Context: an optimization exercise on an open-source flow, tuned for small area, a short achievable clock period and few clock cycles per item. The choices shown serve that exercise and are no tape-out recipe.
RTL that was checked went through simulation tests only; none was proved equivalent to the original.

job 7293:
## ahb_lite_fir_filter
module ahb_lite_fir_filter (
    input  wire        clk,
    input  wire        n_rst,
    input  wire        hsel,
    input  wire [3:0]  haddr,
    input  wire        hsize,
    input  wire [1:0]  htrans,
    input  wire        hwrite,
    input  wire [15:0] hwdata,
    output reg  [15:0] hrdata,
    output reg         hresp
);
clock: 11.0 ns
lec_check: 0
abc_area: 1
cap_margin: 20
core_margin: 2
core_utilization: 40
cts_cluster_diameter: 120
cts_cluster_size: 22
place_density: 0.7
setup_slack_margin: 5
slew_margin: 20
standard.sh (not shown) runs the stock make flow with config.mk's settings and CLKGATE_MAP_FILE= SYNTH_SCRIPT=/design/flow/synth_recipe.tcl, a recipe that flattens the netlist after the stock synthesis.
==> flow/flow/run.sh <==
#!/bin/bash
bash standard.sh SETUP_SLACK_MARGIN=6.0 "BUFFER_PORTS_ARGS=-buffer_cell sky130_fd_sc_hd__buf_2" finish > standard.log 2>&1
Input changes introduced in job 5030 (baseline for comparison: job 7293):
diff --git a/flow/design.v b/flow/design.v
--- a/flow/design.v
+++ b/flow/design.v
@@ -665,29 +665,33 @@
     reg        pcl;
     always @(posedge clk) begin
         pa  <= ma_a;
         pb  <= ma_b;
         pcl <= ma_c;
     end
     wire [24:0] U2  = {1'b0, pa, 1'b1} + {1'b0, pb, pcl};
     wire [23:0] U   = U2[24:1];
     wire [15:0] T   = U[22:7];
-    wire        cin = U[7] ^ pa[7] ^ pb[7];
+    wire [7:0]  lo2 = {1'b0, pa[6:0]} + {1'b0, pb[6:0]} + {7'd0, pcl};
+    wire        cin = lo2[7];
     wire [15:0] ph  = pa[22:7];
     wire [15:0] qh  = pb[22:7];
     wire [15:0] nk  = ~ACC[15:0];
     wire [15:0] sv  = ph ^ qh ^ nk;
     wire [15:0] cm  = (ph & qh) | (ph & nk) | (qh & nk);
+    wire [15:0] g1 = ph & qh;
+    wire [15:0] p1 = ph | qh;
     wire [15:0] g2 = sv & {cm[14:0], 1'b0};
     wire [15:0] p2 = sv | {cm[14:0], 1'b0};
-    wire gr, pr;
+    wire gw, pw, gr, pr;
+    prefix16 PW (.g(g1), .p(p1), .G(gw), .P(pw));
     prefix16 PR (.g(g2), .p(p2), .G(gr), .P(pr));
-    wire w    = U[23];
+    wire w    = gw | (pw & cin);
     wire c16  = gr | (pr & cin);
     wire ovf3 = ~ACC[17] & ACC[16];
     wire err4 = ACC[17] & (w ? (cm[15] & c16) : (cm[15] | c16));
     wire err_n = ovf3 | err4;
     wire        a_sub = (tag == T_P0) | (tag == T_L2) | (tag == T_W2);
     wire [17:0] a_op  = (tag == T_W2) ? {2'b00, M3} : (tag == T_L3) ? 18'd0 : ACC;
     wire [18:0] a_s2  = {a_op, 1'b1} + {{2'b00, T} ^ {18{a_sub}}, a_sub};
     wire [17:0] a_sum = a_s2[18:1];
     wire        mb_act = (mbk != 2'd3);
Notes after the runs:
The hold slack in job 5030 was lower than what job 7293 gave.
The global-route wire length before repair of job 5030 exceeds that of job 7293 by 2.7%.
Compared to job 7293, job 5030 has post-place instance area 600 sq um higher.
The higher count of non-filler cells in the finished layout came out of job 5030.
Job 5030 -> job 7293: final cell utilization of the core flat
Job 5030 against job 7293: total met3 wirelength after detailed routing went down by 8.0%; total buffers and inverters traversed by the critical path lost 1.
Where worst setup slack is concerned, job 7293 is outperformed by job 5030.
Testbench counts of job 5030, summed over its fixed seeds: cycles 4,880, samples 1,600.
Only the layout flow was run in job 7293; the RTL was not checked for function there.

ahb_lite_fir_filter, a different RTL version from the one above (not shown whole).
Size in the first run: roughly 2800 cells after synthesis, roughly 340 flip-flops, about 44 I/O pins, about 26000 um2 of cells after synthesis.
clock: 11.0 ns
lec_check: 0
abc_area: 1
cap_margin: 10
core_margin: 2
core_utilization: 40
cts_cluster_diameter: 120
cts_cluster_size: 22
place_density: 0.7
setup_slack_margin: 5
slew_margin: 10
Scripts as last shown in full above: flow/flow/run.sh
Testbench counts at the start, summed over its fixed seeds: cycles 4,880, samples 1,600.
Next try:
--- a/flow/design.v
+++ b/flow/design.v
@@ -580,15 +580,16 @@
     assign f_wr[0] = wv & (wa[3:1] == 3'd3);
     assign f_wr[1] = wv & (wa[3:1] == 3'd4);
     assign f_wr[2] = wv & (wa[3:1] == 3'd5);
     assign f_wr[3] = wv & (wa[3:1] == 3'd6);
     reg [15:0] F0, F1, F2, F3;       
     reg [15:0] C0, C1, C2, C3;       
     reg [15:0] S, H1, H2;            
-    reg [15:0] result;
+    reg [15:0] result;               
+    reg        rneg;                 
     reg        err;
     reg [1:0] zf0, zf1, zf2, zf3;    
     reg [1:0] zc0, zc1, zc2, zc3;    
     reg       zs, zh1, zh2, zr;      
     always @(posedge clk, negedge n_rst) begin
         if (!n_rst) begin
             zf0 <= 2'b11; zf1 <= 2'b11; zf2 <= 2'b11; zf3 <= 2'b11;
@@ -689,16 +690,14 @@
     wire ovf3 = ~ACC[17] & ACC[16];
     wire err4 = ACC[17] & (w ? (cm[15] & c16) : (cm[15] | c16));
     wire err_n = ovf3 | err4;
     wire        a_sub = (tag == T_P0) | (tag == T_L2) | (tag == T_W2);
     wire [17:0] a_op  = (tag == T_W2) ? {2'b00, M3} : (tag == T_L3) ? 18'd0 : ACC;
     wire [18:0] a_s2  = {a_op, 1'b1} + {{2'b00, T} ^ {18{a_sub}}, a_sub};
     wire [17:0] a_sum = a_s2[18:1];
-    wire [17:0] nacc4 = {2'b00, T} - ACC;
-    wire [15:0] res_n = a_sum[17] ? nacc4[15:0] : a_sum[15:0];
     wire        mb_act = (mbk != 2'd3);
     wire [15:0] xm = ({16{~msh & ~zh1}} & H1) | ({16{msh & ~zh2}} & H2);
     reg  [2:0]  mneg, mone, mtwo;    
     wire [16:0] mg0 = ({17{mone[0]}} & {1'b0, xm}) | ({17{mtwo[0]}} & {xm, 1'b0});
     wire [16:0] mg1 = ({17{mone[1]}} & {1'b0, xm}) | ({17{mtwo[1]}} & {xm, 1'b0});
     wire [16:0] mg2 = ({17{mone[2]}} & {1'b0, xm}) | ({17{mtwo[2]}} & {xm, 1'b0});
     reg         mbp;                 
@@ -810,23 +809,27 @@
     end
     always @(posedge clk) begin
         if (s_wr) begin
             S  <= xa;
             H1 <= S;
             H2 <= H1;
         end
-        if (complete_now) result <= res_n;
+        if (complete_now) begin
+            result <= a_sum[15:0];
+            rneg   <= a_sum[17];
+        end
     end
     wire busy_o = pend & ~complete_now;
     wire err_o  = complete_now ? err_n : err;
+    wire [15:0] rmag = rneg ? (~result + 16'd1) : result;
     reg [15:0] rv;
     always @(*) begin
         case (ra[3:1])
             3'd0:    rv = {7'd0, err_o, 7'd0, busy_o};
-            3'd1:    rv = zr ? 16'd0 : result;
+            3'd1:    rv = zr ? 16'd0 : rmag;
             3'd2:    rv = zs ? 16'd0 : S;
             3'd3:    rv = F0v;
             3'd4:    rv = F1v;
             3'd5:    rv = F2v;
             3'd6:    rv = F3v;
             default: rv = 16'd0;
         endcase
What happened: The new run produced a clean layout; via count fell by 3.4%; cell count fell by 2.5%; worst hold slack got worse by 0.0058 ns; first-iteration DRC count is higher by 33%; fmax rose by about 4%; synthesized area came out lower by about 2.7%.
Testbench counts after the change, summed over its fixed seeds: cycles 4,880, samples 1,600.

amber:
Starting RTL as in the previous note.
==> flow/config.mk <==
export PLATFORM = sky130hd
export DESIGN_NAME = ahb_lite_fir_filter
export DESIGN_NICKNAME = ahb_lite_fir_filter
export VERILOG_FILES = /design/flow/design.v
export SDC_FILE = /design/flow/constraint.sdc
export NUM_CORES = 4
export LEC_CHECK = 0
export CAP_MARGIN = 20
export CORE_MARGIN = 2
export CORE_UTILIZATION = 40
export SETUP_SLACK_MARGIN = 5
export SLEW_MARGIN = 20
==> flow/constraint.sdc <==
create_clock -name core_clock -period 11.0 [get_ports {clk}]
set_input_delay 2.2000 -clock core_clock [delete_from_list [all_inputs] [get_ports {clk}]]
set_output_delay 2.2000 -clock core_clock [all_outputs]
set_load 0.01 [all_outputs]
run.sh (not shown) runs the stock make flow with config.mk's settings and CLKGATE_MAP_FILE= SYNTH_SCRIPT=/design/flow/synth_recipe.tcl, a recipe that flattens the netlist after the stock synthesis.
Stock flow here: none of the scripts above is used.
Testbench counts of amber, summed over its fixed seeds: cycles 4,880, samples 1,600.
diff inputs: amber => quartz
--- a/flow/design.v
+++ b/flow/design.v
@@ -575,25 +575,26 @@
     wire w_lo  = ws | ~wa[0];
     wire w_hi  = ws | wa[0];
     wire s_wr  = hw_lo | hw_hi;                        
     wire ld    = wv & (wa == 4'd14) & hwdata[0];       
     wire [3:0] f_wr;
     assign f_wr[0] = wv & (wa[3:1] == 3'd3);
     assign f_wr[1] = wv & (wa[3:1] == 3'd4);
     assign f_wr[2] = wv & (wa[3:1] == 3'd5);
     assign f_wr[3] = wv & (wa[3:1] == 3'd6);
     reg [15:0] F0, F1, F2, F3;       
     reg [15:0] C0, C1, C2, C3;       
     reg [15:0] S, H1, H2;            
-    reg [15:0] result;
+    reg [15:0] result;               
+    reg        rneg;                 
     reg        err;
     reg [1:0] zf0, zf1, zf2, zf3;    
     reg [1:0] zc0, zc1, zc2, zc3;    
     reg       zs, zh1, zh2, zr;      
     always @(posedge clk, negedge n_rst) begin
         if (!n_rst) begin
             zf0 <= 2'b11; zf1 <= 2'b11; zf2 <= 2'b11; zf3 <= 2'b11;
             zc0 <= 2'b11; zc1 <= 2'b11; zc2 <= 2'b11; zc3 <= 2'b11;
         end else begin
             if (f_wr[0] & w_lo) zf0[0] <= 1'b0;
             if (f_wr[0] & w_hi) zf0[1] <= 1'b0;
             if (f_wr[1] & w_lo) zf1[0] <= 1'b0;
@@ -684,26 +685,24 @@
     wire gw, pw, gr, pr;
     prefix16 PW (.g(g1), .p(p1), .G(gw), .P(pw));
     prefix16 PR (.g(g2), .p(p2), .G(gr), .P(pr));
     wire w    = gw | (pw & cin);
     wire c16  = gr | (pr & cin);
     wire ovf3 = ~ACC[17] & ACC[16];
     wire err4 = ACC[17] & (w ? (cm[15] & c16) : (cm[15] | c16));
     wire err_n = ovf3 | err4;
     wire        a_sub = (tag == T_P0) | (tag == T_L2) | (tag == T_W2);
     wire [17:0] a_op  = (tag == T_W2) ? {2'b00, M3} : (tag == T_L3) ? 18'd0 : ACC;
     wire [18:0] a_s2  = {a_op, 1'b1} + {{2'b00, T} ^ {18{a_sub}}, a_sub};
     wire [17:0] a_sum = a_s2[18:1];
-    wire [17:0] nacc4 = {2'b00, T} - ACC;
-    wire [15:0] res_n = a_sum[17] ? nacc4[15:0] : a_sum[15:0];
     wire        mb_act = (mbk != 2'd3);
     wire [15:0] xm = ({16{~msh & ~zh1}} & H1) | ({16{msh & ~zh2}} & H2);
     reg  [2:0]  mneg, mone, mtwo;    
     wire [16:0] mg0 = ({17{mone[0]}} & {1'b0, xm}) | ({17{mtwo[0]}} & {xm, 1'b0});
     wire [16:0] mg1 = ({17{mone[1]}} & {1'b0, xm}) | ({17{mtwo[1]}} & {xm, 1'b0});
     wire [16:0] mg2 = ({17{mone[2]}} & {1'b0, xm}) | ({17{mtwo[2]}} & {xm, 1'b0});
     reg         mbp;                 
     reg  [21:0] mbacc;
     wire [15:0] M3 = mbacc[15:0];
     wire [26:0] r0 = {{8{mneg[0]}}, mg0 ^ {17{mneg[0]}}, 1'b0, (mbk != 2'd0) & mbp};
     wire [26:0] r1 = {{6{mneg[1]}}, mg1 ^ {17{mneg[1]}}, 1'b0, mneg[0], 2'b00};
     wire [26:0] r2 = {{4{mneg[2]}}, mg2 ^ {17{mneg[2]}}, 1'b0, mneg[1], 4'b0000};
@@ -805,32 +804,36 @@
             sc0     <= (mop_n == T_P0);
             sc1     <= (mop_n == T_T1);
             sc2     <= (mop_n == T_L2) | (mop_n == T_W2);
             sc3     <= (mop_n == T_L3);
         end
     end
     always @(posedge clk) begin
         if (s_wr) begin
             S  <= xa;
             H1 <= S;
             H2 <= H1;
         end
-        if (complete_now) result <= res_n;
+        if (complete_now) begin
+            result <= a_sum[15:0];
+            rneg   <= a_sum[17];
+        end
     end
     wire busy_o = pend & ~complete_now;
     wire err_o  = complete_now ? err_n : err;
+    wire [15:0] rmag = rneg ? (~result + 16'd1) : result;
     reg [15:0] rv;
     always @(*) begin
         case (ra[3:1])
             3'd0:    rv = {7'd0, err_o, 7'd0, busy_o};
-            3'd1:    rv = zr ? 16'd0 : result;
+            3'd1:    rv = zr ? 16'd0 : rmag;
             3'd2:    rv = zs ? 16'd0 : S;
             3'd3:    rv = F0v;
             3'd4:    rv = F1v;
             3'd5:    rv = F2v;
             3'd6:    rv = F3v;
             default: rv = 16'd0;
         endcase
         hrdata[15:8] = (rs | ra[0])  ? rv[15:8] : 8'd0;
         hrdata[7:0]  = (rs | ~ra[0]) ? rv[7:0]  : 8'd0;
     end
 endmodule
==> results.txt <==
- Re synthesized instance count: amber was higher than quartz.
- Of quartz and amber, it is quartz that has the lower aggregate routed wire length.
- Taking amber as the reference, in quartz utilization after layout grew by 0.24 points.
- quartz ended up with a lower wire length of the first global-routing pass than amber did.
- For final net count, dividing the value from quartz by the value from amber gives 0.930.
Testbench counts of quartz, summed over its fixed seeds: cycles 4,880, samples 1,600.

==> afterwards: timing with drivers on the ports <==
No port has a modelled driver above. Below, the same layouts with a new extraction and two added sets of constraints.
Step 1 sets driving cells, clkbuf_16 on the clock port and buf_2 on the other inputs (assumed; they add their load-dependent delay and slew).
Step 2 times the ports against the registers' clock, not the clock port: input delays grow and output delays shrink by t, the midpoint of the rising clock arrivals with the driver on.
a / b / c = no drivers / after step 1 / after step 2; a / b = the first two.
run | t, ns | setup WS [ns] | slew at the worst register clock pin (ns) | worst slew at a driven data input, ns | cell pins on the clock port's net
job 7293 | 0.611 | 5.883 / 5.825 / 5.556 | 0.10 / 0.10 | 0.03 | 1
job 5030 | 0.619 | 6.021 / 5.955 / 5.519 | 0.11 / 0.11 | 0.05 | 1
the first run of note 2 | 0.609 | 5.816 / 5.764 / 5.495 | 0.10 / 0.10 | 0.05 | 1
the second run of note 2 | 0.619 | 6.020 / 5.955 / 5.515 | 0.11 / 0.11 | 0.05 | 1
amber | 0.640 | 4.993 / 4.929 / 4.451 | 0.07 / 0.07 | 0.04 | 1
quartz | 0.635 | 5.097 / 5.034 / 4.511 | 0.07 / 0.07 | 0.05 | 1
After both steps setup and hold are still met in every run listed. The setup slack of quartz, which loses most, moves by -0.063 ns with the drivers and by -0.586 ns with both steps.
